Background: an optimization exercise with open tools, aiming at small area and a short achievable clock period. Do not read the settings as production practice.
In this exercise RTL edits were held to simulation tests only and were not proved equivalent to the original.
No activity file was given, so power comes from the tool's default toggle rates.

Design ALU_TOP, start of the top module:
module ALU_TOP
#(parameter WIDTH = 16)
(
  input wire [WIDTH - 1 : 0]A, B,
  input wire [3 : 0]ALU_FUN,
  input wire CLK, RST,
  output wire [2*WIDTH - 1 : 0]Arith_OUT,
  output wire Carry_OUT,
  output wire Arith_Flag,
  output wire [WIDTH - 1 : 0]Logic_OUT,
  output wire Logic_Flag,
  output wire [1:0]CMP_OUT,
  output wire CMP_Flag,
  output wire [WIDTH - 1 : 0]SHIFT_OUT,
  output wire SHIFT_Flag
);
==> flow/config.mk <==
export PLATFORM = sky130hd
export DESIGN_NAME = ALU_TOP
export DESIGN_NICKNAME = ALU_TOP
export VERILOG_FILES = /design/flow/design.v
export SDC_FILE = /design/flow/constraint.sdc
export NUM_CORES = 4
export LEC_CHECK = 0
export ABC_AREA = 1
export CAP_MARGIN = 20
export CORE_MARGIN = 2
export CORE_UTILIZATION = 40
export SLEW_MARGIN = 20
==> flow/constraint.sdc <==
create_clock -name core_clock -period 110.0 [get_ports {CLK}]
set_input_delay 22.0000 -clock core_clock [delete_from_list [all_inputs] [get_ports {CLK}]]
set_output_delay 22.0000 -clock core_clock [all_outputs]
set_load 0.01 [all_outputs]
standard.sh (not shown) runs the stock make flow with config.mk's settings and CLKGATE_MAP_FILE= SYNTH_SCRIPT=/design/flow/synth_recipe.tcl, a recipe that flattens the netlist after the stock synthesis.
==> flow/flow/run.sh <==
#!/bin/bash
# Layout flow: the standard synthesis and layout (standard.sh), except that
# - the port buffers that global placement inserts use the smallest buffer
#   (buf_1) instead of the default pick; every input and output still gets its
#   own buffer;
# - the repair_timing run after clock tree synthesis is given a setup margin,
#   so it shortens the longest (divider) paths though the period is met.
# Constraints (constraint.sdc) are unchanged. Each step's output goes to a log
# file in this folder.
set -uo pipefail
BUF="BUFFER_PORTS_ARGS=-buffer_cell sky130_fd_sc_hd__buf_1"
bash standard.sh synth > synth.log 2>&1 || exit 1
bash standard.sh "$BUF" place > place.log 2>&1 || exit 1
bash standard.sh "$BUF" SETUP_SLACK_MARGIN=75 cts > cts.log 2>&1 || exit 1
bash standard.sh "$BUF" finish > finish.log 2>&1 || exit 1
Rerun with:
--- a/flow/flow/run.sh
+++ b/flow/flow/run.sh
@@ -14,2 +14,2 @@
 bash standard.sh "$BUF" SETUP_SLACK_MARGIN=75 cts > cts.log 2>&1 || exit 1
-bash standard.sh "$BUF" finish > finish.log 2>&1 || exit 1
+bash standard.sh "$BUF" SETUP_SLACK_MARGIN=74 finish > finish.log 2>&1 || exit 1
Power is higher by about 0.43%; sequential share of layout area barely changes; die area stays the same; setup slack gains 0.45 ns; utilization is higher by 0.36 points; via count stays flat; final area is higher by about 0.8%; clock power hardly moves; global-route usage stays the same.
Rerun with:
==> flow/flow/run.sh (replaced) <==
#!/bin/bash
# Layout flow: the standard synthesis and layout (standard.sh), except that
# the port buffers that global placement inserts use the smallest buffer
# (buf_1) instead of the default pick; every input and output still gets its
# own buffer. Each step's full output goes to a log file in this folder.
set -uo pipefail
bash standard.sh synth > synth.log 2>&1 || exit 1
bash standard.sh "BUFFER_PORTS_ARGS=-buffer_cell sky130_fd_sc_hd__buf_1" finish > layout.log 2>&1 || exit 1
Result: The changed run completed without violations; wire length stays flat; sequential power stays flat; die area is unchanged.
Rerun with:
==> flow/flow/run.sh (replaced) <==
#!/bin/bash
# Layout flow: the standard synthesis and layout (standard.sh), except that
# - the port buffers that global placement inserts use the smallest buffer
#   (buf_1) instead of the default pick; every input and output still gets its
#   own buffer;
# - the repair_timing runs after clock tree synthesis and after global routing
#   are given a setup margin,
#   so it shortens the longest (divider) paths though the period is met.
# Constraints (constraint.sdc) are unchanged. Each step's output goes to a log
# file in this folder.
set -uo pipefail
BUF="BUFFER_PORTS_ARGS=-buffer_cell sky130_fd_sc_hd__buf_1"
bash standard.sh synth > synth.log 2>&1 || exit 1
bash standard.sh "$BUF" place > place.log 2>&1 || exit 1
bash standard.sh "$BUF" SETUP_SLACK_MARGIN=75 cts > cts.log 2>&1 || exit 1
bash standard.sh "$BUF" SETUP_SLACK_MARGIN=74 finish > finish.log 2>&1 || exit 1
Outcome:
- cell area grows slightly
- global-route usage is about the same
- routed wire length stays flat
- flip-flop and latch count stays the same
- synthesized area stays the same
- die area stays the same
- setup slack improved by 1.7 ns
- cell count is about the same
- total power rose slightly
Rerun with:
--- a/flow/flow/run.sh
+++ b/flow/flow/run.sh
@@ -5,4 +5,3 @@
 #   own buffer;
-# - the repair_timing runs after clock tree synthesis and after global routing
-#   are given a setup margin,
+# - the repair_timing run after clock tree synthesis is given a setup margin,
 #   so it shortens the longest (divider) paths though the period is met.
@@ -14,3 +13,3 @@
 bash standard.sh "$BUF" place > place.log 2>&1 || exit 1
-bash standard.sh "$BUF" SETUP_SLACK_MARGIN=75 cts > cts.log 2>&1 || exit 1
-bash standard.sh "$BUF" SETUP_SLACK_MARGIN=74 finish > finish.log 2>&1 || exit 1
+bash standard.sh "$BUF" SETUP_SLACK_MARGIN=78 cts > cts.log 2>&1 || exit 1
+bash standard.sh "$BUF" finish > finish.log 2>&1 || exit 1
Outcome: The changed run produced a clean layout. Core utilization went up by 8.3 points. Setup slack gains 1.9 ns. Synthesized area is unchanged. Wire length grows by 9.5%. Sequential share of layout area is lower by 1.3 points. Global-route usage came out higher by 3.1 points. Worst hold slack gets better by 0.0050 ns. Count of clock-buffer cells in the layout stays the same. Maximum frequency is higher by 5.8%. Final cell count rose by 5.8%.
Rerun with:
==> flow/run.sh (new file) <==
#!/bin/bash
# synth_recipe.tcl (not shown) runs the flow's synth.tcl, then flattens the netlist and writes it again
# the make line also repeats each setting of config.mk as NAME=value (left out here)
make -C /OpenROAD-flow-scripts/flow DESIGN_CONFIG=/design/flow/config.mk WORK_HOME=/design/flow/orfs CLKGATE_MAP_FILE= SYNTH_SCRIPT=/design/flow/synth_recipe.tcl finish
removed: flow/flow/run.sh
removed: flow/standard.sh
Clock power stays flat.
Core utilization goes down by 7.6 points.
Setup slack degrades by 3.8 ns.
Combinational power goes down by 11%.
Via count goes down by 7.5%.
Cell area goes down by 15%.

## what the ideal ports hide
How much do the figures lean on ideal ports? The routed layouts below were timed once more, with nothing changed but the port constraints.
Step 1: set_driving_cell puts a clkbuf_16 on CLK and a buf_2 on each other input, an assumption about the parent block.
Step 2 adds t to the input delays and takes it off the output delays; t is the mean of the earliest and latest rising clock arrival at the registers after step 1. Input paths then give back, and output paths get back, about the clock's delay inside the block.
Three values: ideal ports, drivers, drivers and shift; two values: the first two.
run | t, ns | setup slack, ns | clock arrival spread, ns | worst data-port slew with drivers (ns)
the first run | 0.415 | 74.681 / 74.689 / 74.274 | 0.012 / 0.012 | 0.12
the second run | 0.413 | 75.127 / 75.142 / 74.728 | 0.010 / 0.011 | 0.11
the third run | 0.413 | 73.399 / 73.422 / 73.008 | 0.009 / 0.009 | 0.12
the fourth run | 0.413 | 75.127 / 75.142 / 74.728 | 0.010 / 0.011 | 0.11
the fifth run | 0.413 | 77.027 / 76.985 / 76.572 | 0.008 / 0.008 | 0.14
the sixth run | 0.415 | 73.252 / 73.272 / 72.856 | 0.006 / 0.005 | 0.05
After both steps setup and hold are still met in every run listed. The setup slack of the fifth run, which loses most, moves by -0.042 ns with the drivers and by -0.455 ns with both steps.
